What follows belongs to an exercise in optimizing a design on an open flow for small area, a short achievable clock period and few clock cycles per item; a production flow would make more cautious choices.
In this exercise RTL edits were held to simulation tests only and were not proved equivalent to the original.
Power figures rest on the tool's default switching activity, not on a simulated workload.

--- flow/flow/run.sh ---
#!/bin/bash
# The standard layout, with small buffers on the ports instead of the
# delay buffers buffer_ports picks by default. Make output goes to flow_make.log.
set -euo pipefail
export BUFFER_PORTS_ARGS="-buffer_cell sky130_fd_sc_hd__buf_2"
export POST_GLOBAL_PLACE_TCL="$PWD/flow/outbuf.tcl"
bash standard.sh DONT_USE_CELLS="sky130_fd_sc_hd__lpflow_bleeder_1 sky130_fd_sc_hd__lpflow_clkbufkapwr_1 sky130_fd_sc_hd__lpflow_clkbufkapwr_16 sky130_fd_sc_hd__lpflow_clkbufkapwr_2 sky130_fd_sc_hd__lpflow_clkbufkapwr_4 sky130_fd_sc_hd__lpflow_clkbufkapwr_8 sky130_fd_sc_hd__lpflow_clkinvkapwr_1 sky130_fd_sc_hd__lpflow_clkinvkapwr_16 sky130_fd_sc_hd__lpflow_clkinvkapwr_2 sky130_fd_sc_hd__lpflow_clkinvkapwr_4 sky130_fd_sc_hd__lpflow_clkinvkapwr_8 sky130_fd_sc_hd__lpflow_decapkapwr_12 sky130_fd_sc_hd__lpflow_decapkapwr_3 sky130_fd_sc_hd__lpflow_decapkapwr_4 sky130_fd_sc_hd__lpflow_decapkapwr_6 sky130_fd_sc_hd__lpflow_decapkapwr_8 sky130_fd_sc_hd__lpflow_inputiso0n_1 sky130_fd_sc_hd__lpflow_inputiso0p_1 sky130_fd_sc_hd__lpflow_inputiso1n_1 sky130_fd_sc_hd__lpflow_inputiso1p_1 sky130_fd_sc_hd__lpflow_inputisolatch_1 sky130_fd_sc_hd__lpflow_isobufsrc_1 sky130_fd_sc_hd__lpflow_isobufsrc_16 sky130_fd_sc_hd__lpflow_isobufsrc_2 sky130_fd_sc_hd__lpflow_isobufsrc_4 sky130_fd_sc_hd__lpflow_isobufsrc_8 sky130_fd_sc_hd__lpflow_isobufsrckapwr_16 sky130_fd_sc_hd__lpflow_lsbuf_lh_hl_isowell_tap_1 sky130_fd_sc_hd__lpflow_lsbuf_lh_hl_isowell_tap_2 sky130_fd_sc_hd__lpflow_lsbuf_lh_hl_isowell_tap_4 sky130_fd_sc_hd__lpflow_lsbuf_lh_isowell_4 sky130_fd_sc_hd__lpflow_lsbuf_lh_isowell_tap_1 sky130_fd_sc_hd__lpflow_lsbuf_lh_isowell_tap_2 sky130_fd_sc_hd__lpflow_lsbuf_lh_isowell_tap_4 sky130_fd_sc_hd__probe_p_8 sky130_fd_sc_hd__probec_p_8  sky130_fd_sc_hd__xor3_1 sky130_fd_sc_hd__xor3_2 sky130_fd_sc_hd__xor3_4 sky130_fd_sc_hd__xnor3_1 sky130_fd_sc_hd__xnor3_2 sky130_fd_sc_hd__xnor3_4" finish > flow_make.log 2>&1
--- flow/config.mk ---
export PLATFORM = sky130hd
export DESIGN_NAME = DES_Core
export DESIGN_NICKNAME = DES_Core
export VERILOG_FILES = /design/flow/design.v
export SDC_FILE = /design/flow/constraint.sdc
export NUM_CORES = 4
export LEC_CHECK = 0
export CAP_MARGIN = 20
export CORE_MARGIN = 2
export CORE_UTILIZATION = 40
export CTS_BUF_LIST = sky130_fd_sc_hd__clkbuf_4 sky130_fd_sc_hd__clkbuf_8
export SETUP_SLACK_MARGIN = 2.65
export SLEW_MARGIN = 20
--- flow/constraint.sdc ---
create_clock -name core_clock -period 5.0 [get_ports {clk}]
set_input_delay 1.0000 -clock core_clock [delete_from_list [all_inputs] [get_ports {clk}]]
set_output_delay 1.0000 -clock core_clock [all_outputs]
set_load 0.01 [all_outputs]
--- flow/standard.sh ---
#!/bin/bash
# synth_recipe.tcl (not shown) runs the flow's synth.tcl, then flattens the netlist and writes it again
# the make line also repeats each setting of config.mk as NAME=value (left out here)
make -C /OpenROAD-flow-scripts/flow DESIGN_CONFIG=/design/flow/config.mk WORK_HOME=/design/flow/orfs CLKGATE_MAP_FILE= SYNTH_SCRIPT=/design/flow/synth_recipe.tcl "${@:-finish}"
--- flow/design.v ---
`timescale 1ns / 1ps
module DES_Core(
    input wire clk,
    input wire reset,
    input wire start_i,
    input wire [63:0] plaintext_i,
    input wire [63:0] key_i,
    output reg [63:0] ciphertext_o,
    output reg done_o
    );
    wire s0, s1, s2, s3, s4, s5, s6, s7, s8, s9, s10, s11, s12, s13, s14, s15, s16, s17, s18, s19, s20, s21, s22, s23, s24, s25, s26, s27, s28, s29, s30, s31, s32, s33, s34, s35, s36, s37, s38, s39, s40, s41, s42, s43, s44, s45, s46, s47, s48, s49, s50, s51, s52, s53, s54, s55, s56, s57, s58, s59, s60, s61, s62, s63, s64, s65, s66, s67, s68, s69, s70, s71, s72, s73, s74, s75, s76, s77, s78, s79, s80, s81, s82, s83, s84, s85, s86, s87, s88, s89, s90, s91, s92, s93, s94, s95, s96, s97, s98, s99, s100, s101, s102, s103, s104, s105, s106, s107, s108, s109, s110, s111, s112, s113, s114, s115, s116, s117, s118, s119, s120, s121, s122, s123, s124, s125, s126, s127, s128, s129, s130, s131, s132, s133, s134, s135, s136, s137, s138, s139, s140, s141, s142, s143, s144, s145, s146, s147, s148, s149, s150, s151, s152, s153, s154, s155, s156, s157, s158, s159, s160, s161, s162, s163, s164, s165, s166, s167, s168, s169, s170, s171, s172, s173, s174, s175, s176, s177, s178, s179, s180, s181, s182, s183, s184, s185, s186, s187, s188, s189, s190, s191, s192, s193, s194, s195, s196, s197, s198, s199, s200, s201, s202, s203, s204, s205, s206, s207, s208, s209, s210, s211, s212, s213, s214, s215, s216, s217, s218, s219, s220, s221, s222, s223, s224, s225, s226, s227, s228, s229, s230, s231, s232, s233, s234, s235, s236, s237, s238, s239, s240, s241, s242, s243, s244, s245, s246, s247, s248, s249, s250, s251, s252, s253, s254, s255, s256, s257, s258, s259, s260, s261, s262, s263, s264, s265, s266, s267, s268, s269, s270, s271, s272, s273, s274, s275, s276, s277, s278, s279, s280, s281, s282, s283, s284, s285, s286, s287, s288, s289, s290, s291, s292, s293, s294, s295, s296, s297, s298, s299, s300, s301, s302, s303, s304, s305, s306, s307, s308, s309, s310, s311, s312, s313, s314, s315, s316, s317, s318, s319, s320, s321, s322, s323, s324, s325, s326, s327, s328, s329, s330, s331, s332, s333, s334, s335, s336, s337, s338, s339, s340, s341, s342, s343, s344, s345, s346, s347, s348, s349, s350, s351, s352, s353, s354, s355, s356, s357, s358, s359, s360, s361, s362, s363, s364, s365, s366, s367, s368, s369, s370, s371, s372, s373, s374, s375, s376, s377, s378, s379, s380, s381, s382, s383, s384, s385, s386, s387, s388, s389, s390, s391, s392, s393, s394, s395, s396, s397, s398, s399, s400, s401, s402, s403, s404, s405, s406, s407, s408, s409, s410, s411, s412, s413, s414, s415, s416, s417, s418, s419, s420, s421, s422, s423, s424, s425, s426, s427, s428, s429, s430, s431, s432, s433, s434, s435, s436, s437, s438, s439, s440, s441, s442, s443, s444, s445, s446, s447, s448, s449, s450, s451, s452, s453, s454, s455, s456, s457, s458, s459, s460, s461, s462, s463, s464, s465, s466, s467, s468, s469, s470, s471, s472, s473, s474, s475, s476, s477, s478, s479, s480, s481, s482, s483, s484, s485, s486, s487, s488, s489, s490, s491, s492, s493, s494, s495, s496, s497, s498, s499, s500, s501, s502, s503, s504, s505, s506, s507, s508, s509, s510, s511, s512, s513, s514, s515, s516, s517, s518, s519, s520, s521, s522, s523, s524, s525, s526, s527, s528, s529, s530, s531, s532, s533, s534, s535, s536, s537, s538, s539, s540, s541, s542, s543, s544, s545, s546, s547;
    assign s0 = key_i[2] ^ key_i[60];
    assign s1 = key_i[1] ^ key_i[59];
    assign s2 = key_i[10] ^ key_i[28];
    assign s3 = key_i[3] ^ key_i[5];
    assign s4 = key_i[4] ^ key_i[6];
    assign s5 = key_i[7] ^ key_i[9];
    assign s6 = key_i[8] ^ key_i[24];
    assign s7 = key_i[11] ^ key_i[13];
    assign s8 = key_i[12] ^ key_i[14];
    assign s9 = key_i[0] ^ key_i[58];
    assign s10 = key_i[15] ^ key_i[17];
    assign s11 = key_i[18] ^ key_i[56];
    assign s12 = key_i[19] ^ key_i[61];
    assign s13 = key_i[16] ^ key_i[20];
    assign s14 = key_i[25] ^ key_i[55];
    assign s15 = key_i[27] ^ key_i[57];
    assign s16 = key_i[23] ^ key_i[63];
    assign s17 = key_i[26] ^ key_i[62];
    assign s18 = key_i[21] ^ s12;
    assign s19 = key_i[22] ^ s2;
    assign s20 = key_i[29] ^ s5;
    assign s21 = key_i[53] ^ s7;
    assign s22 = key_i[54] ^ s8;
    assign s23 = s6 ^ s9;
    assign s24 = key_i[20] ^ s17;
    assign s25 = key_i[30] ^ s0;
    assign s26 = key_i[63] ^ s10;
    assign s27 = s1 ^ s3;
    assign s28 = s15 ^ s16;
    assign s29 = plaintext_i[63] ^ key_i[31];
    assign s30 = key_i[6] ^ s13;
    assign s31 = key_i[16] ^ s4;
    assign s32 = key_i[17] ^ s14;
    assign s33 = s0 ^ s11;
    assign s34 = plaintext_i[6] ^ key_i[5];
    assign s35 = plaintext_i[10] ^ key_i[9];
    assign s36 = plaintext_i[14] ^ key_i[13];
    assign s37 = plaintext_i[15] ^ key_i[14];
    assign s38 = plaintext_i[30] ^ key_i[21];
    assign s39 = key_i[0] ^ key_i[8];
    assign s40 = key_i[2] ^ key_i[4];
    assign s41 = key_i[12] ^ key_i[54];
    assign s42 = key_i[52] ^ key_i[58];
    assign s43 = plaintext_i[8] ^ s1;
    assign s44 = key_i[7] ^ s3;
    assign s45 = plaintext_i[39] ^ s18;
    assign s46 = key_i[11] ^ s20;
    assign s47 = key_i[24] ^ s22;
    assign s48 = key_i[51] ^ s21;
    assign s49 = plaintext_i[0] ^ key_i[3];
    assign s50 = plaintext_i[3] ^ key_i[62];
    assign s51 = plaintext_i[4] ^ key_i[57];
    assign s52 = plaintext_i[12] ^ key_i[15];
    assign s53 = plaintext_i[16] ^ key_i[19];
    assign s54 = plaintext_i[22] ^ key_i[11];
    assign s55 = plaintext_i[35] ^ key_i[61];
    assign s56 = key_i[18] ^ key_i[60];
    assign s57 = key_i[50] ^ key_i[52];
    assign s58 = plaintext_i[1] ^ s40;
    assign s59 = plaintext_i[5] ^ s4;
    assign s60 = plaintext_i[21] ^ s2;
    assign s61 = plaintext_i[33] ^ s14;
    assign s62 = plaintext_i[51] ^ s5;
    assign s63 = plaintext_i[59] ^ s10;
    assign s64 = key_i[0] ^ s11;
    assign s65 = key_i[56] ^ s57;
    assign s66 = s1 ^ s34;
    assign s67 = plaintext_i[2] ^ s27;
    assign s68 = plaintext_i[7] ^ s30;
    assign s69 = plaintext_i[9] ^ s23;
    assign s70 = plaintext_i[18] ^ s32;
    assign s71 = plaintext_i[31] ^ s25;
    assign s72 = plaintext_i[60] ^ s19;
    assign s73 = s12 ^ s21;
    assign s74 = s22 ^ s42;
    assign s75 = plaintext_i[0] ^ plaintext_i[26];
    assign s76 = plaintext_i[1] ^ plaintext_i[13];
    assign s77 = plaintext_i[2] ^ plaintext_i[28];
    assign s78 = plaintext_i[3] ^ plaintext_i[38];
    assign s79 = plaintext_i[4] ^ plaintext_i[28];
    assign s80 = plaintext_i[5] ^ plaintext_i[31];
    assign s81 = plaintext_i[7] ^ plaintext_i[19];
    assign s82 = plaintext_i[8] ^ plaintext_i[24];
    assign s83 = plaintext_i[10] ^ key_i[3];
    assign s84 = plaintext_i[11] ^ plaintext_i[17];
    assign s85 = plaintext_i[12] ^ plaintext_i[18];
    assign s86 = plaintext_i[13] ^ plaintext_i[29];
    assign s87 = plaintext_i[16] ^ key_i[25];
    assign s88 = plaintext_i[17] ^ plaintext_i[25];
    assign s89 = plaintext_i[17] ^ plaintext_i[52];
    assign s90 = plaintext_i[19] ^ plaintext_i[25];
    assign s91 = plaintext_i[19] ^ key_i[4];
    assign s92 = plaintext_i[20] ^ plaintext_i[55];
    assign s93 = plaintext_i[22] ^ plaintext_i[57];
    assign s94 = plaintext_i[23] ^ plaintext_i[29];
    assign s95 = plaintext_i[23] ^ key_i[12];
    assign s96 = plaintext_i[24] ^ key_i[59];
    assign s97 = plaintext_i[26] ^ key_i[15];
    assign s98 = plaintext_i[26] ^ key_i[23];
    assign s99 = plaintext_i[27] ^ plaintext_i[62];
    assign s100 = plaintext_i[30] ^ key_i[63];
    assign s101 = plaintext_i[33] ^ key_i[9];
    assign s102 = plaintext_i[34] ^ key_i[26];
    assign s103 = plaintext_i[34] ^ key_i[62];
    assign s104 = plaintext_i[37] ^ key_i[5];
    assign s105 = plaintext_i[38] ^ key_i[14];
    assign s106 = plaintext_i[42] ^ key_i[22];
    assign s107 = plaintext_i[43] ^ key_i[1];
    assign s108 = plaintext_i[43] ^ key_i[57];
    assign s109 = plaintext_i[45] ^ key_i[13];
    assign s110 = plaintext_i[47] ^ key_i[19];
    assign s111 = plaintext_i[47] ^ key_i[25];
    assign s112 = plaintext_i[49] ^ key_i[59];
    assign s113 = plaintext_i[53] ^ key_i[1];
    assign s114 = plaintext_i[54] ^ key_i[16];
    assign s115 = plaintext_i[61] ^ key_i[21];
    assign s116 = key_i[8] ^ key_i[52];
    assign s117 = key_i[10] ^ key_i[60];
    assign s118 = plaintext_i[9] ^ s6;
    assign s119 = plaintext_i[11] ^ s2;
    assign s120 = plaintext_i[20] ^ s36;
    assign s121 = plaintext_i[32] ^ s0;
    assign s122 = plaintext_i[36] ^ s6;
    assign s123 = plaintext_i[40] ^ s13;
    assign s124 = plaintext_i[42] ^ s4;
    assign s125 = plaintext_i[46] ^ s17;
    assign s126 = plaintext_i[48] ^ s8;
    assign s127 = plaintext_i[50] ^ s39;
    assign s128 = plaintext_i[51] ^ s7;
    assign s129 = plaintext_i[56] ^ s8;
    assign s130 = key_i[16] ^ s80;
    assign s131 = key_i[23] ^ s29;
    assign s132 = key_i[26] ^ s41;
    assign s133 = key_i[29] ^ s16;
    assign s134 = key_i[29] ^ s54;
    assign s135 = key_i[30] ^ s41;
    assign s136 = key_i[53] ^ s53;
    assign s137 = key_i[61] ^ s83;
    assign s138 = key_i[62] ^ s56;
    assign s139 = s11 ^ s37;
    assign s140 = s14 ^ s49;
    assign s141 = s35 ^ s87;
    assign s142 = plaintext_i[27] ^ s31;
    assign s143 = plaintext_i[29] ^ s24;
    assign s144 = plaintext_i[40] ^ s59;
    assign s145 = plaintext_i[41] ^ s28;
    assign s146 = plaintext_i[41] ^ s32;
    assign s147 = plaintext_i[52] ^ s23;
    assign s148 = plaintext_i[54] ^ s25;
    assign s149 = plaintext_i[55] ^ s26;
    assign s150 = plaintext_i[56] ^ s33;
    assign s151 = plaintext_i[57] ^ s27;
    assign s152 = plaintext_i[58] ^ s31;
    assign s153 = key_i[22] ^ s24;
    assign s154 = key_i[27] ^ s20;
    assign s155 = s7 ^ s44;
    assign s156 = s28 ^ s43;
    assign s157 = s30 ^ s105;
    assign s158 = s37 ^ s60;
    assign s159 = s64 ^ s117;
    assign s160 = s65 ^ s132;
    assign s161 = plaintext_i[44] ^ s69;
    assign s162 = s33 ^ s153;
    assign s163 = s44 ^ s48;
    assign s164 = s46 ^ s63;
    assign s165 = s46 ^ s115;
    assign s166 = s47 ^ s159;
    assign s167 = plaintext_i[40] ^ plaintext_i[60];
    assign s168 = s2 ^ s91;
    assign s169 = s114 ^ s167;
    assign s170 = s23 ^ s121;
    assign s171 = s168 ^ s169;
    assign s172 = s160 ^ s170;
    assign s173 = s171 ^ s172;
    assign s174 = plaintext_i[61] ^ s15;
    assign s175 = s92 ^ s101;
    assign s176 = s27 ^ s174;
    assign s177 = s175 ^ s48;
    assign s178 = s146 ^ s176;
    assign s179 = s177 ^ s178;
    assign s180 = plaintext_i[62] ^ s102;
    assign s181 = s60 ^ s124;
    assign s182 = s180 ^ s74;
    assign s183 = s150 ^ s181;
    assign s184 = s182 ^ s183;
    assign s185 = key_i[15] ^ s29;
    assign s186 = s55 ^ s93;
    assign s187 = s108 ^ s133;
    assign s188 = s185 ^ s186;
    assign s189 = s187 ^ s188;
    assign s190 = s163 ^ s189;
    assign s191 = plaintext_i[23] ^ plaintext_i[32];
    assign s192 = plaintext_i[44] ^ s191;
    assign s193 = s122 ^ s192;
    assign s194 = s74 ^ s152;
    assign s195 = s193 ^ s194;
    assign s196 = key_i[53] ^ s5;
    assign s197 = s96 ^ s104;
    assign s198 = s109 ^ s61;
    assign s199 = s63 ^ s196;
    assign s200 = s197 ^ s198;
    assign s201 = s199 ^ s200;
    assign s202 = plaintext_i[25] ^ plaintext_i[34];
    assign s203 = key_i[30] ^ s11;
    assign s204 = s116 ^ s202;
    assign s205 = s125 ^ s203;
    assign s206 = s204 ^ s72;
    assign s207 = s157 ^ s205;
    assign s208 = s206 ^ s207;
    assign s209 = plaintext_i[35] ^ plaintext_i[39];
    assign s210 = key_i[53] ^ s10;
    assign s211 = s15 ^ s98;
    assign s212 = s110 ^ s209;
    assign s213 = s210 ^ s211;
    assign s214 = s212 ^ s213;
    assign s215 = s165 ^ s214;
    assign s216 = plaintext_i[48] ^ key_i[18];
    assign s217 = key_i[58] ^ s99;
    assign s218 = s216 ^ s19;
    assign s219 = s122 ^ s123;
    assign s220 = s135 ^ s217;
    assign s221 = s218 ^ s219;
    assign s222 = s220 ^ s221;
    assign s223 = plaintext_i[28] ^ plaintext_i[37];
    assign s224 = key_i[9] ^ s112;
    assign s225 = s223 ^ s131;
    assign s226 = s224 ^ s73;
    assign s227 = s146 ^ s225;
    assign s228 = s226 ^ s227;
    assign s229 = plaintext_i[32] ^ plaintext_i[38];
    assign s230 = plaintext_i[42] ^ plaintext_i[50];
    assign s231 = s229 ^ s230;
    assign s232 = s231 ^ s143;
    assign s233 = s166 ^ s232;
    assign s234 = key_i[15] ^ s15;
    assign s235 = s100 ^ s107;
    assign s236 = s61 ^ s128;
    assign s237 = s234 ^ s235;
    assign s238 = s45 ^ s236;
    assign s239 = s237 ^ s238;
    assign s240 = plaintext_i[31] ^ plaintext_i[44];
    assign s241 = plaintext_i[52] ^ key_i[0];
    assign s242 = s0 ^ s103;
    assign s243 = s240 ^ s241;
    assign s244 = s123 ^ s242;
    assign s245 = s243 ^ s47;
    assign s246 = s244 ^ s245;
    assign s247 = plaintext_i[41] ^ key_i[21];
    assign s248 = s55 ^ s109;
    assign s249 = s113 ^ s247;
    assign s250 = s26 ^ s140;
    assign s251 = s248 ^ s249;
    assign s252 = s250 ^ s251;
    assign s253 = plaintext_i[36] ^ key_i[14];
    assign s254 = s106 ^ s114;
    assign s255 = s253 ^ s58;
    assign s256 = s64 ^ s125;
    assign s257 = s254 ^ s255;
    assign s258 = s256 ^ s257;
    assign s259 = plaintext_i[37] ^ key_i[55];
    assign s260 = s108 ^ s110;
    assign s261 = s259 ^ s260;
    assign s262 = s67 ^ s149;
    assign s263 = s261 ^ s262;
    assign s264 = plaintext_i[44] ^ plaintext_i[48];
    assign s265 = s4 ^ s9;
    assign s266 = s13 ^ s78;
    assign s267 = s264 ^ s265;
    assign s268 = s266 ^ s150;
    assign s269 = s267 ^ s268;
    assign s270 = plaintext_i[45] ^ plaintext_i[49];
    assign s271 = key_i[7] ^ key_i[17];
    assign s272 = s51 ^ s270;
    assign s273 = s271 ^ s272;
    assign s274 = s45 ^ s151;
    assign s275 = s273 ^ s274;
    assign s276 = plaintext_i[46] ^ plaintext_i[50];
    assign s277 = plaintext_i[58] ^ s6;
    assign s278 = s276 ^ s277;
    assign s279 = s144 ^ s278;
    assign s280 = s162 ^ s279;
    assign s281 = plaintext_i[6] ^ plaintext_i[59];
    assign s282 = s3 ^ s111;
    assign s283 = s281 ^ s18;
    assign s284 = s62 ^ s282;
    assign s285 = s145 ^ s283;
    assign s286 = s284 ^ s285;
    assign s287 = plaintext_i[7] ^ plaintext_i[48];
    assign s288 = s287 ^ s24;
    assign s289 = s124 ^ s72;
    assign s290 = s147 ^ s288;
    assign s291 = s289 ^ s290;
    assign s292 = plaintext_i[43] ^ plaintext_i[49];
    assign s293 = plaintext_i[53] ^ key_i[5];
    assign s294 = s292 ^ s293;
    assign s295 = s294 ^ s156;
    assign s296 = s165 ^ s295;
    assign s297 = plaintext_i[50] ^ plaintext_i[62];
    assign s298 = key_i[6] ^ key_i[12];
    assign s299 = s297 ^ s298;
    assign s300 = s19 ^ s299;
    assign s301 = s148 ^ s300;
    assign s302 = s161 ^ s301;
    assign s303 = plaintext_i[45] ^ plaintext_i[55];
    assign s304 = key_i[25] ^ s1;
    assign s305 = s303 ^ s20;
    assign s306 = s128 ^ s131;
    assign s307 = s137 ^ s304;
    assign s308 = s305 ^ s306;
    assign s309 = s307 ^ s308;
    assign s310 = plaintext_i[32] ^ plaintext_i[46];
    assign s311 = s40 ^ s310;
    assign s312 = s119 ^ s129;
    assign s313 = s311 ^ s147;
    assign s314 = s312 ^ s313;
    assign s315 = plaintext_i[53] ^ key_i[29];
    assign s316 = s7 ^ s52;
    assign s317 = s101 ^ s111;
    assign s318 = s315 ^ s316;
    assign s319 = s317 ^ s151;
    assign s320 = s318 ^ s319;
    assign s321 = plaintext_i[13] ^ key_i[10];
    assign s322 = s102 ^ s321;
    assign s323 = s126 ^ s322;
    assign s324 = s148 ^ s152;
    assign s325 = s323 ^ s324;
    assign s326 = plaintext_i[14] ^ plaintext_i[59];
    assign s327 = s55 ^ s112;
    assign s328 = s326 ^ s327;
    assign s329 = s149 ^ s155;
    assign s330 = s328 ^ s329;
    assign s331 = plaintext_i[15] ^ plaintext_i[36];
    assign s332 = plaintext_i[60] ^ s331;
    assign s333 = s31 ^ s127;
    assign s334 = s129 ^ s138;
    assign s335 = s332 ^ s333;
    assign s336 = s334 ^ s335;
    assign s337 = plaintext_i[16] ^ plaintext_i[57];
    assign s338 = plaintext_i[61] ^ key_i[1];
    assign s339 = key_i[13] ^ s12;
    assign s340 = s104 ^ s337;
    assign s341 = s338 ^ s26;
    assign s342 = s62 ^ s339;
    assign s343 = s340 ^ s341;
    assign s344 = s342 ^ s343;
    assign s345 = plaintext_i[58] ^ plaintext_i[62];
    assign s346 = key_i[18] ^ s2;
    assign s347 = s39 ^ s89;
    assign s348 = s345 ^ s25;
    assign s349 = s346 ^ s347;
    assign s350 = s157 ^ s348;
    assign s351 = s349 ^ s350;
    assign s352 = plaintext_i[18] ^ key_i[3];
    assign s353 = s29 ^ s113;
    assign s354 = s352 ^ s353;
    assign s355 = s45 ^ s354;
    assign s356 = s164 ^ s355;
    assign s357 = plaintext_i[28] ^ key_i[15];
    assign s358 = key_i[49] ^ key_i[51];
    assign s359 = s54 ^ s357;
    assign s360 = s358 ^ s62;
    assign s361 = s136 ^ s140;
    assign s362 = s359 ^ s156;
    assign s363 = s360 ^ s361;
    assign s364 = s362 ^ s363;
    assign s365 = key_i[10] ^ s13;
    assign s366 = s89 ^ s94;
    assign s367 = s58 ^ s365;
    assign s368 = s366 ^ s69;
    assign s369 = s160 ^ s367;
    assign s370 = s368 ^ s369;
    assign s371 = plaintext_i[24] ^ plaintext_i[53];
    assign s372 = s15 ^ s35;
    assign s373 = s38 ^ s371;
    assign s374 = s372 ^ s373;
    assign s375 = s48 ^ s67;
    assign s376 = s70 ^ s374;
    assign s377 = s375 ^ s376;
    assign s378 = plaintext_i[54] ^ s4;
    assign s379 = s8 ^ s50;
    assign s380 = s90 ^ s65;
    assign s381 = s119 ^ s378;
    assign s382 = s379 ^ s71;
    assign s383 = s380 ^ s381;
    assign s384 = s382 ^ s383;
    assign s385 = s51 ^ s52;
    assign s386 = s75 ^ s92;
    assign s387 = s385 ^ s386;
    assign s388 = s387 ^ s163;
    assign s389 = plaintext_i[5] ^ plaintext_i[21];
    assign s390 = plaintext_i[56] ^ key_i[8];
    assign s391 = s76 ^ s389;
    assign s392 = s390 ^ s391;
    assign s393 = s74 ^ s142;
    assign s394 = s392 ^ s393;
    assign s395 = key_i[51] ^ key_i[55];
    assign s396 = s10 ^ s34;
    assign s397 = s36 ^ s77;
    assign s398 = s93 ^ s395;
    assign s399 = s18 ^ s396;
    assign s400 = s397 ^ s398;
    assign s401 = s154 ^ s399;
    assign s402 = s400 ^ s401;
    assign s403 = plaintext_i[3] ^ plaintext_i[58];
    assign s404 = s94 ^ s116;
    assign s405 = s403 ^ s19;
    assign s406 = s139 ^ s404;
    assign s407 = s68 ^ s405;
    assign s408 = s406 ^ s407;
    assign s409 = key_i[23] ^ s38;
    assign s410 = s51 ^ s82;
    assign s411 = s136 ^ s409;
    assign s412 = s410 ^ s411;
    assign s413 = s164 ^ s412;
    assign s414 = s42 ^ s56;
    assign s415 = s88 ^ s118;
    assign s416 = s130 ^ s135;
    assign s417 = s414 ^ s72;
    assign s418 = s415 ^ s416;
    assign s419 = s417 ^ s418;
    assign s420 = plaintext_i[6] ^ plaintext_i[61];
    assign s421 = key_i[59] ^ s35;
    assign s422 = s75 ^ s420;
    assign s423 = s133 ^ s421;
    assign s424 = s422 ^ s70;
    assign s425 = s73 ^ s423;
    assign s426 = s424 ^ s425;
    assign s427 = plaintext_i[1] ^ plaintext_i[11];
    assign s428 = key_i[30] ^ s81;
    assign s429 = s99 ^ s427;
    assign s430 = s24 ^ s428;
    assign s431 = s429 ^ s430;
    assign s432 = s166 ^ s431;
    assign s433 = plaintext_i[20] ^ s16;
    assign s434 = s29 ^ s52;
    assign s435 = s77 ^ s43;
    assign s436 = s433 ^ s434;
    assign s437 = s73 ^ s435;
    assign s438 = s436 ^ s437;
    assign s439 = plaintext_i[9] ^ plaintext_i[21];
    assign s440 = s13 ^ s50;
    assign s441 = s86 ^ s439;
    assign s442 = s121 ^ s440;
    assign s443 = s441 ^ s47;
    assign s444 = s442 ^ s443;
    assign s445 = plaintext_i[4] ^ plaintext_i[22];
    assign s446 = s36 ^ s38;
    assign s447 = s445 ^ s26;
    assign s448 = s61 ^ s137;
    assign s449 = s446 ^ s447;
    assign s450 = s448 ^ s449;
    assign s451 = plaintext_i[11] ^ plaintext_i[23];
    assign s452 = key_i[4] ^ key_i[54];
    assign s453 = s9 ^ s103;
    assign s454 = s451 ^ s452;
    assign s455 = s130 ^ s139;
    assign s456 = s453 ^ s454;
    assign s457 = s455 ^ s456;
    assign s458 = plaintext_i[0] ^ plaintext_i[12];
    assign s459 = plaintext_i[24] ^ plaintext_i[35];
    assign s460 = key_i[55] ^ key_i[57];
    assign s461 = s53 ^ s458;
    assign s462 = s459 ^ s460;
    assign s463 = s26 ^ s66;
    assign s464 = s461 ^ s462;
    assign s465 = s463 ^ s464;
    assign s466 = plaintext_i[36] ^ s9;
    assign s467 = s76 ^ s88;
    assign s468 = s33 ^ s466;
    assign s469 = s467 ^ s68;
    assign s470 = s468 ^ s469;
    assign s471 = plaintext_i[2] ^ plaintext_i[14];
    assign s472 = plaintext_i[37] ^ key_i[3];
    assign s473 = key_i[7] ^ s98;
    assign s474 = s471 ^ s472;
    assign s475 = s18 ^ s43;
    assign s476 = s473 ^ s474;
    assign s477 = s70 ^ s475;
    assign s478 = s476 ^ s477;
    assign s479 = plaintext_i[15] ^ plaintext_i[27];
    assign s480 = s78 ^ s91;
    assign s481 = s479 ^ s118;
    assign s482 = s480 ^ s481;
    assign s483 = s162 ^ s482;
    assign s484 = plaintext_i[20] ^ s3;
    assign s485 = s79 ^ s28;
    assign s486 = s141 ^ s484;
    assign s487 = s45 ^ s485;
    assign s488 = s486 ^ s487;
    assign s489 = plaintext_i[21] ^ key_i[56];
    assign s490 = s9 ^ s84;
    assign s491 = s489 ^ s19;
    assign s492 = s490 ^ s143;
    assign s493 = s144 ^ s491;
    assign s494 = s492 ^ s493;
    assign s495 = key_i[7] ^ s38;
    assign s496 = s85 ^ s66;
    assign s497 = s134 ^ s495;
    assign s498 = s145 ^ s496;
    assign s499 = s497 ^ s498;
    assign s500 = plaintext_i[13] ^ key_i[6];
    assign s501 = key_i[28] ^ s81;
    assign s502 = s95 ^ s106;
    assign s503 = s500 ^ s23;
    assign s504 = s501 ^ s502;
    assign s505 = s71 ^ s503;
    assign s506 = s504 ^ s505;
    assign s507 = s5 ^ s49;
    assign s508 = s82 ^ s107;
    assign s509 = s28 ^ s120;
    assign s510 = s507 ^ s508;
    assign s511 = s509 ^ s510;
    assign s512 = plaintext_i[25] ^ s58;
    assign s513 = s158 ^ s512;
    assign s514 = s161 ^ s513;
    assign s515 = plaintext_i[45] ^ s97;
    assign s516 = s134 ^ s141;
    assign s517 = s515 ^ s67;
    assign s518 = s516 ^ s517;
    assign s519 = plaintext_i[46] ^ key_i[10];
    assign s520 = key_i[58] ^ s0;
    assign s521 = s50 ^ s84;
    assign s522 = s95 ^ s519;
    assign s523 = s520 ^ s521;
    assign s524 = s522 ^ s142;
    assign s525 = s523 ^ s524;
    assign s526 = plaintext_i[47] ^ key_i[17];
    assign s527 = key_i[61] ^ key_i[63];
    assign s528 = s79 ^ s85;
    assign s529 = s96 ^ s526;
    assign s530 = s527 ^ s528;
    assign s531 = s529 ^ s155;
    assign s532 = s530 ^ s531;
    assign s533 = s39 ^ s86;
    assign s534 = s90 ^ s59;
    assign s535 = s126 ^ s138;
    assign s536 = s533 ^ s534;
    assign s537 = s535 ^ s536;
    assign s538 = plaintext_i[49] ^ key_i[19];
    assign s539 = s97 ^ s100;
    assign s540 = s538 ^ s66;
    assign s541 = s120 ^ s539;
    assign s542 = s154 ^ s540;
    assign s543 = s541 ^ s542;
    assign s544 = plaintext_i[27] ^ s127;
    assign s545 = s68 ^ s71;
    assign s546 = s158 ^ s544;
    assign s547 = s545 ^ s546;
    wire [63:0] result;
    assign result[0] = s173;
    assign result[1] = s179;
    assign result[2] = s184;
    assign result[3] = s190;
    assign result[4] = s195;
    assign result[5] = s201;
    assign result[6] = s208;
    assign result[7] = s215;
    assign result[8] = s222;
    assign result[9] = s228;
    assign result[10] = s233;
    assign result[11] = s239;
    assign result[12] = s246;
    assign result[13] = s252;
    assign result[14] = s258;
    assign result[15] = s263;
    assign result[16] = s269;
    assign result[17] = s275;
    assign result[18] = s280;
    assign result[19] = s286;
    assign result[20] = s291;
    assign result[21] = s296;
    assign result[22] = s302;
    assign result[23] = s309;
    assign result[24] = s314;
    assign result[25] = s320;
    assign result[26] = s325;
    assign result[27] = s330;
    assign result[28] = s336;
    assign result[29] = s344;
    assign result[30] = s351;
    assign result[31] = s356;
    assign result[32] = s364;
    assign result[33] = s370;
    assign result[34] = s377;
    assign result[35] = s384;
    assign result[36] = s388;
    assign result[37] = s394;
    assign result[38] = s402;
    assign result[39] = s408;
    assign result[40] = s413;
    assign result[41] = s419;
    assign result[42] = s426;
    assign result[43] = s432;
    assign result[44] = s438;
    assign result[45] = s444;
    assign result[46] = s450;
    assign result[47] = s457;
    assign result[48] = s465;
    assign result[49] = s470;
    assign result[50] = s478;
    assign result[51] = s483;
    assign result[52] = s488;
    assign result[53] = s494;
    assign result[54] = s499;
    assign result[55] = s506;
    assign result[56] = s511;
    assign result[57] = s514;
    assign result[58] = s518;
    assign result[59] = s525;
    assign result[60] = s532;
    assign result[61] = s537;
    assign result[62] = s543;
    assign result[63] = s547;
    reg busy;
    always @(posedge clk or posedge reset) begin
        if (reset) begin
            busy <= 1'b0;
            done_o <= 1'b0;
        end else begin
            busy <= start_i;
            done_o <= busy;
        end
    end
    always @(posedge clk) begin
        if (start_i)
            ciphertext_o <= result;
    end
endmodule
--- flow/flow/outbuf.tcl ---
# Output ports drive only the 0.01 pF pin load: a buf_1 is enough there.
set n 0
foreach bterm [[ord::get_db_block] getBTerms] {
  if {[$bterm getIoType] != "OUTPUT"} { continue }
  set net [$bterm getNet]
  if {$net == "NULL"} { continue }
  foreach iterm [$net getITerms] {
    if {[$iterm isOutputSignal]} {
      set inst [$iterm getInst]
      if {[[$inst getMaster] getName] == "sky130_fd_sc_hd__buf_2"} {
        replace_cell [$inst getName] sky130_fd_sc_hd__buf_1
        incr n
      }
    }
  }
}
puts "outbuf.tcl: $n output buffers set to buf_1"
==> out/results.txt, run 1 <==
status -> no timing/DRC/antenna violations
worst relative slew slack -> 0.481
Hold WS -> 348 ps
area of the mapped netlist -> 7300 um^2
Slew @ Worst Pin -> 779 ps
die extent in x -> 139 um
yosys synthesis warning count -> 1
Port Buffers -> 178
DR iter-0 viols -> 213
Fin. Hold Viols -> 0
DRT antenna net count -> 0
Worst Setup SP -> key_i[17]
routed len/inst -> 19.2 um
delay-heaviest family, CP -> XOR/XNOR gates
nets@finish -> 941
initial antenna violation count -> 1
share of cells above drive strength 1 -> 0.211
GRT Resource Usage Total -> 0.208
Leakage -> 0.00277 uW
clock net sink count -> 66
post-route cell area -> 8500 um^2
Gate Count Post-Synth -> 660
clk_skew -> 0.0183 ps
Initial Util -> 0.407
Worst-Skew Late Latency -> 350 ps
setup TNS -> 0 ps
pin count of the biggest net entering global routing -> 34
Critical Path RT -> 5080 ps
height of the die -> 139 um
Syn Area/Cell -> 11.1 um^2
first-pass GRT wire length -> 30100 um
via/cell ratio -> 4.57
vias in the first global route -> 5038
maximum root-to-sink buffer count -> 2
die area -> 19400 um^2
I/O Pins -> 196
TritonCTS clock tree -> yes
#FFs+latches synth -> 66
DRC -> 0
worst setup path class -> in -> reg
startpoint types -> primary input
H-tree depth -> 3
GR Overflow Total -> 0
clock-pin slew on the worst setup and hold paths -> 70 ps
Vias -> 4769
post-synth cell types -> 10
# placed instances -> 1025
Post-Route WL -> 20100 um
worst r2r src -> busy$_DFF_PP0_
Hold Path Origin -> busy$_DFF_PP0_
Core ar. -> 18000 um^2
clock period minus worst slack -> 2320 ps
Seq/Total Area, Yosys -> 0.270
critical path arrival -> 2410 ps
placed cell area -> 8270 um^2
Slowest cell on crit path -> xnor2_1
synth-to-layout area growth -> 16.4%
crit end category -> flop
Slew Limit Fails -> 0
peak supply drop -> 0.205 mV
root buffer cell -> clkbuf_8
fin cells -> 1044
Num CTS Buffers -> 9
crit share post-route -> 0.465
Crit path largest cell delay -> 540 ps
Peak Freq -> 430 MHz
Buf+Inv Stages, Crit Path -> 1
Max-Cap Viols -> 0
pwr dens -> 420 nW/um^2
Diodes inserted -> 0
drt pass-1 iters -> 4
Detailed Place HPWL -> 17400 um
FF-to-FF path depth -> 0
HP Class -> reg -> reg
CP Depth -> 5
Worst Hold Depth -> 0
RSZ-0062 raised after global routing -> false
num rows -> 49
Synth Net Count -> 791
Worst Path Max Fanout -> 4
critical-path cell list -> buf_2 -> xnor2_2 -> xnor2_2 -> xnor2_1 -> xnor2_1
Final setup viols -> 0
[state kept, by name, summed over array words and instances (netlist names)]
| signal | flops |
|---|---|
| done_o | 1 |
| ciphertext_o | 64 |
| busy | 1 |
[power by group]
group          switching (uW)  total (uW)  leakage [uW]  internal (uW)
combinational            1110        2100       0.00204            990
sequential               78.7        1080      0.000650           1000
clock                     207         388     0.0000845            181
total                    1400        3570       0.00277           2170
[kinds of logic (layout without fill, tap and decap cells)]
family                 Yosys count  in the layout  share of synthesized area
flip-flops                      66             66                      0.270
buffers and inverters           44            199                     0.0264
XOR/XNOR                       550            550                      0.704
[routing by layer]
metal  track usage  vias to the layer above  part of all wire
li1              -                     2328                 -
met3        0.0325                       20             0.049
met4        0.0558                        2             0.016
met1         0.261                     2258              0.42
met5             0                        -           0.00035
met2         0.374                      161              0.51
[per-stage QoR]
step                      setup WS [ps]   util  total power (uW)
final                              2680  0.473              3570
after global routing               2660  0.473              3810
after CTS                          2670  0.470              3620
after detailed placement           2280  0.460              3210
after global placement             2270  0.465              3260
after floorplan                    2640      -              2650
[synth_stat cells]
cell / n / area, um^2
xnor2_4: 6 / 165
inv_1: 1 / 3.75
edfxtp_1: 64 / 1920
xor2_1: 57 / 499
dfrtp_1: 2 / 50.1
xnor2_1: 459 / 4020
xnor2_2: 26 / 423
xor2_2: 2 / 32.5
buf_2: 22 / 110
clkbuf_1: 21 / 78.8
[repair_timing]
action                     in CTS  in global routing
setup buffers                   0                  3
setup endpoints to repair       0                 10
hold buffers                    0                  0
gates resized for setup         0                  5
[area by class of cell]
type / instances / area (um^2)
repair buffers: 182 / 840
flip-flops and latches: 66 / 1970
multi-input cells: 550 / 5240
fillers: 1751 / 9460
clock buffers: 10 / 131
inverters: 1 / 3.75
well taps: 229 / 287
clock inverters: 6 / 33.8
[worst paths after layout]
check / to / slack [ps]
setup / recovery: ciphertext_o[29]$_DFFE_PP_ / 2680
hold reg to reg: done_o$_DFF_PP0_ / 350
hold / removal: done_o$_DFF_PP0_ / 350
max in group asynchronous: done_o$_DFF_PP0_ / 4410
setup reg to reg: done_o$_DFF_PP0_ / 4540
min in group asynchronous: busy$_DFF_PP0_ / 490
[layout by cell type, fill, tap and decap left out]
| master | count |
|---|---|
| xnor2_1 | 454 |
| buf_2 | 113 |
| buf_1 | 65 |
| edfxtp_1 | 64 |
| xor2_1 | 55 |
| xnor2_2 | 27 |
| xnor2_4 | 10 |
| clkbuf_8 | 9 |
| xor2_2 | 4 |
| buf_4 | 4 |
| dfrtp_1 | 2 |
| clkinv_1 | 2 |
| clkinv_2 | 2 |
| inv_1 | 1 |
| clkinv_4 | 1 |
| clkbuf_4 | 1 |
| clkinvlp_4 | 1 |
Testbench counts, summed over its fixed seeds: cycles 4,808, blocks 2,400.
==> inputs of run 2 (changes only) <==
--- a/flow/config.mk
+++ b/flow/config.mk
@@ -9,5 +9,7 @@
 export CORE_MARGIN = 2
 export CORE_UTILIZATION = 40
 export CTS_BUF_LIST = sky130_fd_sc_hd__clkbuf_4 sky130_fd_sc_hd__clkbuf_8
+export CTS_CLUSTER_DIAMETER = 120
+export CTS_CLUSTER_SIZE = 30
 export SETUP_SLACK_MARGIN = 2.65
 export SLEW_MARGIN = 20
==> run 2 against run 1 <==
Against the previous run:
- sequential power about the same
- die area unchanged
- flip-flop and latch count unchanged
- total power unchanged
- non-clock buffer count unchanged
- critical path type unchanged
==> out/results.txt, run 2 <==
clk_skew -> 0.0183 ps
area of the mapped netlist -> 7300 um^2
fill count -> 1751
FFs w/ async S/R, synth -> 0.0303
Gate Count Post-Synth -> 660
Initial Util -> 0.407
critical path arrival -> 2410 ps
Max-Cap Viols -> 0
reg2reg end -> done_o$_DFF_PP0_
clock-pin slew on the worst setup and hold paths -> 70 ps
flop-to-flop setup slack -> 4540 ps
worst setup path class -> in -> reg
die extent in x -> 139 um
Slew Limit Fails -> 0
num rows -> 49
FF-to-FF path depth -> 0
Synth area leader -> xnor2_1
clock net sink count -> 66
placed cell area -> 8270 um^2
Num CTS Buffers -> 9
yosys synthesis warning count -> 1
#FFs+latches synth -> 66
status -> no timing/DRC/antenna violations
crit end category -> flop
routed len/inst -> 19.2 um
Critical Path RT -> 5080 ps
initial antenna violation count -> 1
Leakage -> 0.00277 uW
Worst-Skew Late Latency -> 350 ps
via/cell ratio -> 4.57
maximum root-to-sink buffer count -> 2
synth top area cells -> xnor2_1 55%, edfxtp_1 26%, xor2_1 6.8%, xnor2_2 5.8%, xnor2_4 2.3%
Detailed Place HPWL -> 17400 um
DRC -> 0
worst r2r src -> busy$_DFF_PP0_
Diodes inserted -> 0
H-tree depth -> 3
cts hold-fix bufs -> 0
Worst Path Max Fanout -> 4
post-route cell area -> 8500 um^2
register area -> 1970 um^2
EDFF count, synth -> 64
biggest regs -> ciphertext_o: 64 flops, busy: 1 flops, done_o: 1 flops
TritonCTS clock tree -> yes
commonest non-fill, non-tap cells in the layout -> 454 x xnor2_1, 113 x buf_2, 65 x buf_1, 64 x edfxtp_1, 55 x xor2_1
Syn Area/Cell -> 11.1 um^2
GRT Resource Usage Total -> 0.208
startpoint types -> primary input
Slew @ Worst Pin -> 779 ps
I/O Pins -> 196
Port Buffers -> 178
Final setup viols -> 0
HP Class -> reg -> reg
Biggest register -> ciphertext_o
Synth Flop Type -> edfxtp_1
pwr dens -> 420 nW/um^2
post-synth top area share -> 0.550
crit share post-route -> 0.465
Post-Route WL -> 20100 um
die area -> 19400 um^2
vias in the first global route -> 5038
drt pass-1 iters -> 4
Core ar. -> 18000 um^2
worst relative slew slack -> 0.481
max FFs per register -> 64
setup TNS -> 0 ps
Hold Path Origin -> busy$_DFF_PP0_
clock period minus worst slack -> 2320 ps
peak supply drop -> 0.205 mV
first-pass GRT wire length -> 30100 um
Final Power -> 3570 uW
share of cells above drive strength 1 -> 0.211
height of the die -> 139 um
list of most frequent post-synthesis cells -> 459 x xnor2_1, 64 x edfxtp_1, 57 x xor2_1
area of the multi-input gates -> 5240 um^2
post-synth cell types -> 10
Vias -> 4769
DR iter-0 viols -> 213
Fin. Hold Viols -> 0
nets@finish -> 941
RSZ-0062 raised after global routing -> false
Seq/Total Area, Yosys -> 0.270
root buffer cell -> clkbuf_8
Synth Net Count -> 791
pin count of the biggest net entering global routing -> 34
Hold WS -> 348 ps
Peak Freq -> 430 MHz
synth-to-layout area growth -> 16.4%
DRT antenna net count -> 0
Worst Hold Depth -> 0
most common cell after layout, fill and taps aside -> xnor2_1
count leader, synth -> xnor2_1
Worst Hold Endpoint -> done_o$_DFF_PP0_
GR Overflow Total -> 0
run 2: cell counts after synthesis:
No cell type changed its count.
run 2: cell type report:
| type | instances | area share |
|---|---|---|
| clock inverters | 6 | 0.00397 |
| multi-input cells | 550 | 0.616 |
| clock buffers | 10 | 0.0154 |
| inverters | 1 | 0.000441 |
| well taps | 229 | 0.0337 |
| repair buffers | 182 | 0.0987 |
| flip-flops and latches | 66 | 0.232 |
run 2: worst max path at each step:
| stage | from | endpoint | slack (ps) | cells past startpoint |
|---|---|---|---|---|
| CTS | key_i[10] | ciphertext_o[8]$_DFFE_PP_ | 2670 | 6 |
| detailed placement | key_i[10] | ciphertext_o[8]$_DFFE_PP_ | 2280 | 6 |
| global placement | key_i[55] | ciphertext_o[46]$_DFFE_PP_ | 2270 | 6 |
| global route | key_i[53] | ciphertext_o[1]$_DFFE_PP_ | 2660 | 6 |
| floorplan | key_i[59] | ciphertext_o[1]$_DFFE_PP_ | 2640 | 6 |
| finish | key_i[17] | ciphertext_o[29]$_DFFE_PP_ | 2680 | 5 |
run 2: cell families after synthesis:
family / share of synthesized area
flip-flops: 0.270
buffers and inverters: 0.0264
XOR/XNOR: 0.704
run 2: through the flow:
step | utilization | cells | setup slack, ps
6_report | 0.473 | 1044 | 2680
5_1_grt | 0.473 | 1044 | 2660
4_1_cts | 0.470 | 1041 | 2670
3_5_place_dp | 0.460 | 1025 | 2280
3_3_place_gp | 0.465 | 1025 | 2270
2_1_floorplan | - | 660 | 2640
run 2: timing repair:
action                                  4_1_cts  5_1_grt
gates resized for setup                       0        5
buffers inserted                              0        3
endpoints found under the setup margin        0       10
run 2: layer usage:
| metal | track usage | wire (um) |
|---|---|---|
| met5 | 0 | 7 |
| met4 | 0.0558 | 312 |
| met3 | 0.0325 | 977 |
| met1 | 0.261 | 8490 |
| met2 | 0.374 | 10300 |
run 2: worst max-delay path, cell delays in order:
cell and delay, ps:
buf_2 150, xnor2_2 380, xnor2_2 170, xnor2_1 540, xnor2_1 150
run 2: power breakdown:
group / leakage (uW) / switching (uW) / internal (uW)
logic: 0.00204 / 1110 / 990
registers: 0.000650 / 78.7 / 1000
clock network: 0.0000845 / 207 / 181
total: 0.00277 / 1400 / 2170
==> inputs of run 3 (changes only) <==
--- a/flow/config.mk
+++ b/flow/config.mk
@@ -9,7 +9,5 @@
 export CORE_MARGIN = 2
 export CORE_UTILIZATION = 40
 export CTS_BUF_LIST = sky130_fd_sc_hd__clkbuf_4 sky130_fd_sc_hd__clkbuf_8
-export CTS_CLUSTER_DIAMETER = 120
-export CTS_CLUSTER_SIZE = 30
-export SETUP_SLACK_MARGIN = 2.65
+export SETUP_SLACK_MARGIN = 2.75
 export SLEW_MARGIN = 20
==> run 3 against run 2 <==
Against the previous run:
- register-to-register slack barely moved
- setup slack improved by 73 ps
- sequential share of layout area fell by 1.1 points
- largest power group unchanged
- core utilization rose by 2.3 points
==> out/results.txt, run 3 <==
height of the die -> 139 um
Net Sw Power -> 1420 uW
Biggest register -> ciphertext_o
Slew Limit Fails -> 0
FF-to-FF path depth -> 0
area of the mapped netlist -> 7300 um^2
DR iter-0 viols -> 167
Synth Net Count -> 791
num rows -> 49
Port Buffers -> 178
most used cell, CP -> xnor2_1
HP Class -> reg -> reg
RSZ-0062 raised after global routing -> true
Vias -> 4765
Initial Util -> 0.407
cts hold-fix bufs -> 0
status -> no timing/DRC/antenna violations
Synth area leader -> xnor2_1
Seq pwr share -> 0.291
worst setup path class -> in -> reg
die extent in x -> 139 um
Worst Path Max Fanout -> 6
GRT Resource Usage Total -> 0.215
list of most frequent post-synthesis cells -> 459 x xnor2_1, 64 x edfxtp_1, 57 x xor2_1
H-tree depth -> 3
maximum root-to-sink buffer count -> 2
DRC -> 0
most common cell after layout, fill and taps aside -> xnor2_1
Core ar. -> 18000 um^2
die area -> 19400 um^2
yosys synthesis warning count -> 1
Leakage -> 0.00298 uW
P_int -> 2260 uW
DRT antenna net count -> 0
Gate Count Post-Synth -> 660
startpoint types -> primary input
post-synth cell types -> 10
Syn Area/Cell -> 11.1 um^2
TritonCTS clock tree -> yes
critical path arrival -> 2360 ps
post-route cell area -> 8930 um^2
Buf+Inv Stages, Crit Path -> 1
EDFF count, synth -> 64
Util after Layout -> 0.497
routed len/inst -> 19.6 um
biggest regs -> ciphertext_o: 64 flops, busy: 1 flops, done_o: 1 flops
Worst Hold Endpoint -> done_o$_DFF_PP0_
Slew @ Worst Pin -> 843 ps
commonest non-fill, non-tap cells in the layout -> 427 x xnor2_1, 113 x buf_2, 65 x buf_1, 64 x edfxtp_1, 52 x xor2_1
clock period minus worst slack -> 2250 ps
peak supply drop -> 0.194 mV
#FFs+latches synth -> 66
clk_skew -> 0.0730 ps
share of cells above drive strength 1 -> 0.252
combinational power share -> 0.586
Post-Route WL -> 20600 um
pin count of the biggest net entering global routing -> 66
post-synth top area share -> 0.550
Slowest cell on crit path -> xnor2_4
Crit path largest cell delay -> 380 ps
vias in the first global route -> 5183
Switching Fraction -> 0.386
crit share post-route -> 0.450
Detailed Place HPWL -> 17800 um
reg2reg end -> done_o$_DFF_PP0_
placed cell area -> 8610 um^2
via/cell ratio -> 4.55
critical-path cell list -> buf_2 -> xnor2_4 -> xnor2_1 -> xnor2_1 -> xnor2_1 -> xor2_1
Worst-Skew Late Latency -> 360 ps
I/O Pins -> 196
Hold Path Origin -> busy$_DFF_PP0_
synth-to-layout area growth -> 22.2%
worst relative slew slack -> 0.438
count leader, synth -> xnor2_1
FFs w/ async S/R, synth -> 0.0303
delay-heaviest family, CP -> XOR/XNOR gates
clock net sink count -> 66
Num CTS Buffers -> 9
synth top area cells -> xnor2_1 55%, edfxtp_1 26%, xor2_1 6.8%, xnor2_2 5.8%, xnor2_4 2.3%
root buffer cell -> clkbuf_8
drt pass-1 iters -> 4
worst r2r src -> busy$_DFF_PP0_
flop-to-flop setup slack -> 4530 ps
Synth Flop Type -> edfxtp_1
Hold WS -> 362 ps
Seq/Total Area, Yosys -> 0.270
Peak Freq -> 444 MHz
clock power share -> 0.123
GR Overflow Total -> 0
first-pass GRT wire length -> 30400 um
pwr dens -> 413 nW/um^2
nets@finish -> 944
max FFs per register -> 64
Diodes inserted -> 0
Worst Hold Depth -> 0
Final setup viols -> 0
Fin. Hold Viols -> 0
Critical Path RT -> 5110 ps
Max-Cap Viols -> 0
crit end category -> flop
initial antenna violation count -> 0
clock-pin slew on the worst setup and hold paths -> 70 ps
setup TNS -> 0 ps
## run 3: cell types whose count changed in the layout (fill, tap and decap cells not counted), sizes merged
| cell | previous run | this run |
|---|---|---|
| inv | 1 | 2 |
| clkinv | 5 | 3 |
| clkinvlp | 1 | 2 |
| buf | 182 | 185 |
| clkbuf | 10 | 9 |
| bufinv | 0 | 1 |
## run 3: cells by family (layout without fill, tap and decap cells)
logic type | count (synthesis) | in the layout | share of synthesized area
buffers and inverters | 44 | 202 | 0.0264
DFF | 66 | 66 | 0.270
xor gates and xnor gates | 550 | 550 | 0.704
## run 3: area by class of cell
| type | count | area [um^2] |
|---|---|---|
| Fill cell | 1661 | 9040 |
| Multi-Input combinational cell | 550 | 5600 |
| Sequential cell | 66 | 1970 |
| Timing Repair Buffer | 185 | 875 |
| Tap cell | 229 | 287 |
| Clock buffer | 9 | 124 |
| Clock inverter | 7 | 67.6 |
| Inverter | 1 | 3.75 |
## run 3: per-layer routing
layer	vias to the layer above	track usage	wire length, um
met2	166	0.412	11200
met3	34	0.0425	1020
met1	2239	0.229	7600
met5	-	0	0
met4	0	0.0877	732
li1	2326	-	-
## run 3: how the worst max path moves through the flow
stage,from,to,slack [ps],depth (start not counted)
2_1_floorplan,key_i[59],ciphertext_o[34]$_DFFE_PP_,2640,6
3_3_place_gp,key_i[31],ciphertext_o[3]$_DFFE_PP_,2220,6
3_5_place_dp,key_i[31],ciphertext_o[3]$_DFFE_PP_,2240,6
4_1_cts,key_i[8],ciphertext_o[41]$_DFFE_PP_,2770,6
5_1_grt,key_i[8],ciphertext_o[8]$_DFFE_PP_,2730,6
6_report,key_i[0],ciphertext_o[53]$_DFFE_PP_,2750,6
## run 3: what timing repair did
action                                  4_1_cts  5_1_grt
endpoints found under the setup margin       11        7
gates resized for setup                       4        4
pin swaps                                     3        0
setup buffers                                 6        0
gates cloned                                  0        0
## run 3: through the flow
stage	setup WS [ps]	total power (uW)	instances
4_1_cts	2770	3740	1047
3_5_place_dp	2240	3250	1025
2_1_floorplan	2640	2710	660
3_3_place_gp	2220	3300	1025
6_report	2750	3680	1047
5_1_grt	2730	3910	1047
## run 3: power by group through the flow
stage	Clock, uW	Combinational (uW)	Sequential (uW)
6_report	453	2160	1070
5_1_grt	492	2320	1100
4_1_cts	469	2190	1080
3_5_place_dp	0	2160	1090
3_3_place_gp	0	2230	1070
2_1_floorplan	0	1490	1220
==> inputs of run 4 (changes only) <==
--- a/flow/config.mk
+++ b/flow/config.mk
@@ -9,5 +9,6 @@
 export CORE_MARGIN = 2
 export CORE_UTILIZATION = 40
 export CTS_BUF_LIST = sky130_fd_sc_hd__clkbuf_4 sky130_fd_sc_hd__clkbuf_8
-export SETUP_SLACK_MARGIN = 2.75
+export PLACE_DENSITY = 0.85
+export SETUP_SLACK_MARGIN = 2.65
 export SLEW_MARGIN = 20
==> run 4 against run 3 <==
Against the previous run:
- global-route usage shrank 1.6 points
- setup slack lost 91 ps
- clock power grew 27%
- critical path type unchanged
==> out/results.txt, run 4 <==
die extent in x -> 139 um
Synth area leader -> xnor2_1
Synth Net Count -> 791
die area -> 19400 um^2
Detailed Place HPWL -> 16600 um
vias in the first global route -> 4895
Biggest register -> ciphertext_o
HP Class -> reg -> reg
WL met3 -> 1290 um
metal2 WL -> 9130 um
Final Power -> 3750 uW
drt pass-1 iters -> 5
max FFs per register -> 64
setup TNS -> 0 ps
startpoint types -> primary input
GRT Resource Usage Total -> 0.199
clock period minus worst slack -> 2340 ps
Max-Cap Viols -> 0
DRT antenna net count -> 0
Worst-Skew Late Latency -> 340 ps
#FFs+latches synth -> 66
crit end category -> flop
first-pass GRT wire length -> 28800 um
RSZ-0062 raised after global routing -> false
nets@finish -> 938
H-tree depth -> 3
TritonCTS clock tree -> yes
Slew Limit Fails -> 0
Final setup viols -> 0
clock power share -> 0.153
num rows -> 49
Gate Count Post-Synth -> 660
pwr dens -> 438 nW/um^2
post-synth top area share -> 0.550
DRC -> 0
synth-to-layout area growth -> 17.2%
count leader, synth -> xnor2_1
area of the mapped netlist -> 7300 um^2
height of the die -> 139 um
initial antenna violation count -> 3
share of cells above drive strength 1 -> 0.212
Net Sw Power -> 1430 uW
Vias -> 4812
routed len/inst -> 18.7 um
Port Buffers -> 178
Synth Flop Type -> edfxtp_1
Num CTS Buffers -> 9
biggest regs -> ciphertext_o: 64 flops, busy: 1 flops, done_o: 1 flops
cts hold-fix bufs -> 0
via/cell ratio -> 4.62
crit share post-route -> 0.468
GR Overflow Total -> 0
Worst Path Max Fanout -> 5
Leakage -> 0.00280 uW
DR iter-0 viols -> 365
Core ar. -> 18000 um^2
I/O Pins -> 196
register area -> 1970 um^2
Slew @ Worst Pin -> 751 ps
EDFF count, synth -> 64
Fin. Hold Viols -> 0
Util after Layout -> 0.477
most common cell after layout, fill and taps aside -> xnor2_1
post-route cell area -> 8560 um^2
placed cell area -> 8270 um^2
yosys synthesis warning count -> 1
pin count of the biggest net entering global routing -> 35
Critical Path RT -> 5090 ps
Seq/Total Area, Yosys -> 0.270
met1 wire length -> 8700 um
critical path arrival -> 2430 ps
P_int -> 2320 uW
highest metal used -> met5
fill count -> 1681
root buffer cell -> clkbuf_8
Peak Freq -> 427 MHz
clk_skew -> 0.0429 ps
commonest non-fill, non-tap cells in the layout -> 453 x xnor2_1, 113 x buf_2, 65 x buf_1, 64 x edfxtp_1, 55 x xor2_1
maximum root-to-sink buffer count -> 2
list of most frequent post-synthesis cells -> 459 x xnor2_1, 64 x edfxtp_1, 57 x xor2_1
Syn Area/Cell -> 11.1 um^2
Switching Fraction -> 0.381
combinational power share -> 0.558
area of the multi-input gates -> 5230 um^2
worst relative slew slack -> 0.499
synth top area cells -> xnor2_1 55%, edfxtp_1 26%, xor2_1 6.8%, xnor2_2 5.8%, xnor2_4 2.3%
Seq pwr share -> 0.289
clock-pin slew on the worst setup and hold paths -> 70 ps
post-CTS setup buffer count -> 0
status -> no timing/DRC/antenna violations
peak supply drop -> 0.200 mV
worst setup path class -> in -> reg
FFs w/ async S/R, synth -> 0.0303
clock net sink count -> 66
post-synth cell types -> 10
Initial Util -> 0.407
Post-Route WL -> 19400 um
## run 4: changes by cell type in the layout (fill, tap and decap cells not counted), sizes merged
cell      change
buf           -6
clkinvlp      -1
bufinv        +2
diode         +1
clkinv        -2
inv           +1
## run 4: path summary, 6_finish.rpt
path | cells after the start | from | slack, ps | endpoint
max | 6 | key_i[12] | 2660 | ciphertext_o[10]$_DFFE_PP_
min | 0 | busy$_DFF_PP0_ | 350 | done_o$_DFF_PP0_
max reg2reg | 0 | busy$_DFF_PP0_ | 4540 | done_o$_DFF_PP0_
min reg2reg | 0 | busy$_DFF_PP0_ | 350 | done_o$_DFF_PP0_
max in group asynchronous | 2 | reset | 4400 | busy$_DFF_PP0_
min in group asynchronous | 2 | reset | 490 | done_o$_DFF_PP0_
## run 4: timing repair
action	in CTS	in global routing
hold endpoints to repair	0	0
gates resized for setup	1	4
setup endpoints to repair	2	4
## run 4: routing by layer
metal	global-route usage	vias to the layer above
li1	-	2316
met1	0.278	2286
met2	0.318	186
met3	0.0383	20
met4	0.0510	4
met5	0	-
## run 4: cell families (layout without fill, tap and decap cells)
group,Yosys count,after routing,share of synthesized area
flip-flops,66,66,0.270
XOR/XNOR,550,550,0.704
other,0,1,0
buffers and inverters,44,196,0.0264
## run 4: final cells by class
class,instances,area share
well taps,229,0.0335
diodes,1,0.000292
repair buffers,179,0.0954
inverters,1,0.000438
multi-input cells,550,0.611
flip-flops and latches,66,0.230
clock inverters,7,0.0145
clock buffers,9,0.0145
## run 4: power by group through the flow
stage / registers (uW) / logic, uW / clock network (uW)
global route: 1110 / 2260 / 609
detailed placement: 1100 / 2090 / 0
finish: 1080 / 2100 / 574
CTS: 1090 / 2100 / 589
floorplan: 1220 / 1430 / 0
global placement: 1090 / 2120 / 0
## run 4: worst max-delay path: stages
cell and delay, ps:
buf_2 170, xnor2_2 170, xnor2_1 210, xnor2_1 510, xnor2_1 210, xnor2_1 170
## run 4: metrics by stage
stage                     hold WS [ps]  worst slack, ps  std cells
final                              352             2660       1042
after global placement             338             2270       1025
after floorplan                    331             2640        660
after detailed placement           337             2250       1025
after global routing               373             2650       1042
after CTS                          354             2710       1041
==> inputs of run 5 (changes only) <==
--- a/flow/config.mk
+++ b/flow/config.mk
@@ -7,8 +7,8 @@
 export LEC_CHECK = 0
 export CAP_MARGIN = 20
 export CORE_MARGIN = 2
-export CORE_UTILIZATION = 40
+export CORE_UTILIZATION = 60
 export CTS_BUF_LIST = sky130_fd_sc_hd__clkbuf_4 sky130_fd_sc_hd__clkbuf_8
-export PLACE_DENSITY = 0.85
+export PLACE_DENSITY = 0.7
 export SETUP_SLACK_MARGIN = 2.65
 export SLEW_MARGIN = 20
==> run 5 against run 4 <==
Against the previous run:
- register-to-register slack about the same
- critical path depth unchanged
- clock power down 17%
- highest routed layer is now met4
- largest cell class unchanged
- global-route usage up 10 points
- critical path type unchanged
==> out/results.txt, run 5 <==
Biggest register -> ciphertext_o
post-synth cell types -> 10
critical-path cell list -> buf_2 -> xnor2_2 -> xnor2_1 -> xnor2_1 -> xnor2_1 -> xnor2_1
first-pass GRT wire length -> 28500 um
Seq/Total Area, Yosys -> 0.270
Seq pwr share -> 0.291
DR iter-0 viols -> 440
most used cell, CP -> xnor2_1
share of cells above drive strength 1 -> 0.214
P_int -> 2230 uW
worst relative slew slack -> 0.607
count leader, synth -> xnor2_1
num rows -> 40
placed cell area -> 8170 um^2
clock-pin slew on the worst setup and hold paths -> 90 ps
Synth area leader -> xnor2_1
post-CTS setup buffer count -> 0
clk_skew -> 0.0231 ps
Critical Path RT -> 5110 ps
I/O Pins -> 196
worst setup path class -> in -> reg
commonest non-fill, non-tap cells in the layout -> 451 x xnor2_1, 113 x buf_2, 65 x buf_1, 64 x edfxtp_1, 55 x xor2_1
critical path arrival -> 2440 ps
HP Class -> reg -> reg
crit end category -> flop
flop-to-flop setup slack -> 4530 ps
nets@finish -> 938
Initial Util -> 0.611
clock power share -> 0.130
Slew Limit Fails -> 0
Post-Route WL -> 19100 um
cts hold-fix bufs -> 0
peak supply drop -> 0.229 mV
via/cell ratio -> 5.13
RSZ-0062 raised after global routing -> true
fill count -> 943
Worst Hold Depth -> 0
Fin. Hold Viols -> 0
die area -> 13100 um^2
max FFs per register -> 64
crit share post-route -> 0.467
#FFs+latches synth -> 66
height of the die -> 114 um
routed len/inst -> 19.9 um
GR Overflow Total -> 0
Vias -> 4916
Max-Cap Viols -> 0
Detailed Place HPWL -> 16100 um
Diodes inserted -> 0
Peak Freq -> 429 MHz
yosys synthesis warning count -> 1
Core ar. -> 12000 um^2
FFs w/ async S/R, synth -> 0.0303
GRT Resource Usage Total -> 0.303
reg2reg end -> done_o$_DFF_PP0_
Hold Path Origin -> busy$_DFF_PP0_
post-synth top area share -> 0.550
Syn Area/Cell -> 11.1 um^2
EDFF count, synth -> 64
pwr dens -> 434 nW/um^2
root buffer cell -> clkbuf_8
Worst-Skew Late Latency -> 340 ps
most common cell after layout, fill and taps aside -> xnor2_1
status -> no timing/DRC/antenna violations
Num CTS Buffers -> 9
clock period minus worst slack -> 2330 ps
Final setup viols -> 0
FF-to-FF path depth -> 0
combinational power share -> 0.579
initial antenna violation count -> 0
list of most frequent post-synthesis cells -> 459 x xnor2_1, 64 x edfxtp_1, 57 x xor2_1
Slew @ Worst Pin -> 585 ps
delay-heaviest family, CP -> XOR/XNOR gates
post-route cell area -> 8430 um^2
synth-to-layout area growth -> 15.4%
pin count of the biggest net entering global routing -> 48
worst r2r src -> busy$_DFF_PP0_
H-tree depth -> 3
vias in the first global route -> 4831
startpoint types -> primary input
Worst Hold Endpoint -> done_o$_DFF_PP0_
Crit path largest cell delay -> 420 ps
Slowest cell on crit path -> xnor2_1
area of the mapped netlist -> 7300 um^2
Switching Fraction -> 0.391
# placed instances -> 943
Buf+Inv Stages, Crit Path -> 1
biggest regs -> ciphertext_o: 64 flops, busy: 1 flops, done_o: 1 flops
clock net sink count -> 66
die extent in x -> 114 um
Util after Layout -> 0.705
Hold WS -> 359 ps
Net Sw Power -> 1430 uW
drt pass-1 iters -> 5
Leakage -> 0.00279 uW
Worst Path Max Fanout -> 5
Synth Net Count -> 791
DRT antenna net count -> 0
fin cells -> 959
Port Buffers -> 178
DRC -> 0
Gate Count Post-Synth -> 660
Synth Flop Type -> edfxtp_1
maximum root-to-sink buffer count -> 2
synth top area cells -> xnor2_1 55%, edfxtp_1 26%, xor2_1 6.8%, xnor2_2 5.8%, xnor2_4 2.3%
setup TNS -> 0 ps
TritonCTS clock tree -> yes
[run 5: cell counts after synthesis]
No cell type changed its count.
[run 5: area by class of cell]
class,count,area (um^2),area share
multi-input combinational,550,5260,0.624
sequential,66,1970,0.234
timing repair buffer,179,817,0.0969
tap,147,184,0.0218
clock buffer,11,139,0.0165
clock inverter,5,55.1,0.00653
inverter,1,3.75,0.000445
[run 5: worst max-delay path by stage]
stage | cells past startpoint | from | endpoint | slack (ps)
floorplan | 6 | key_i[59] | ciphertext_o[1]$_DFFE_PP_ | 2640
global placement | 6 | key_i[56] | ciphertext_o[6]$_DFFE_PP_ | 2310
detailed placement | 6 | key_i[19] | ciphertext_o[7]$_DFFE_PP_ | 2280
CTS | 6 | key_i[53] | ciphertext_o[32]$_DFFE_PP_ | 2660
global route | 6 | key_i[11] | ciphertext_o[58]$_DFFE_PP_ | 2640
finish | 6 | key_i[63] | ciphertext_o[21]$_DFFE_PP_ | 2670
[run 5: cells by family (layout without fill, tap and decap cells)]
kind of cell / count (synthesis) / after routing / synth area share
buffers and inverters: 44 / 196 / 0.0264
xor gates and xnor gates: 550 / 550 / 0.704
DFF: 66 / 66 / 0.270
[run 5: power groups by stage]
stage | Sequential [uW] | Combinational (uW) | Clock [uW]
floorplan | 1220 | 1430 | 0
global placement | 1060 | 2130 | 0
detailed placement | 1080 | 2090 | 0
CTS | 1070 | 2110 | 488
global route | 1100 | 2280 | 507
finish | 1070 | 2120 | 476
[run 5: per-stage QoR]
step | setup slack, ps | total power [uW]
4_1_cts | 2660 | 3660
5_1_grt | 2640 | 3880
6_report | 2670 | 3660
2_1_floorplan | 2640 | 2650
3_5_place_dp | 2280 | 3170
3_3_place_gp | 2310 | 3200
[run 5: timing repair]
item,CTS,global route
hold endpoints to repair,0,0
gates resized for setup,0,8
setup endpoints to repair,0,14
[run 5: routing by layer]
metal	vias up	global-route usage	share of wire	routed length, um
li1	2310	-	-	-
met1	2318	0.477	0.47	9030
met2	262	0.437	0.42	7920
met3	26	0.0402	0.094	1780
met4	0	0.0724	0.018	334
met5	-	0	0	0

separate check: timing with driven ports:
How much do the figures lean on ideal ports? The routed layouts below were timed once more, with nothing changed but the port constraints.
Step 1: set_driving_cell puts a clkbuf_16 on clk and a buf_2 on each other input, an assumption about the parent block.
Step 2 times the ports against the registers' clock, not the clock port: input delays grow and output delays shrink by t, the midpoint of the rising clock arrivals with the driver on.
Slacks: ideal ports / drivers / drivers and shift; pairs: ideal ports / drivers.
| run | t, ns | setup WS [ns] | worst setup path after step 2 | latest minus earliest clock arrival (ns) | slew at the worst register clock pin (ns) |
|---|---|---|---|---|---|
| run 1 | 0.390 | 2.676 / 2.693 / 2.303 | input to register | 0.012 / 0.012 | 0.08 / 0.08 |
| run 2 | 0.390 | 2.676 / 2.693 / 2.303 | input to register | 0.012 / 0.012 | 0.08 / 0.08 |
| run 3 | 0.400 | 2.750 / 2.765 / 2.365 | input to register | 0.013 / 0.014 | 0.08 / 0.08 |
| run 4 | 0.383 | 2.659 / 2.676 / 2.293 | input to register | 0.025 / 0.024 | 0.10 / 0.10 |
| run 5 | 0.389 | 2.666 / 2.672 / 2.283 | input to register | 0.026 / 0.026 | 0.09 / 0.09 |
After both steps every run listed still meets setup and hold. For run 3, which loses most, drivers alone change the setup slack by +0.015 ns; drivers and shift together by -0.385 ns.
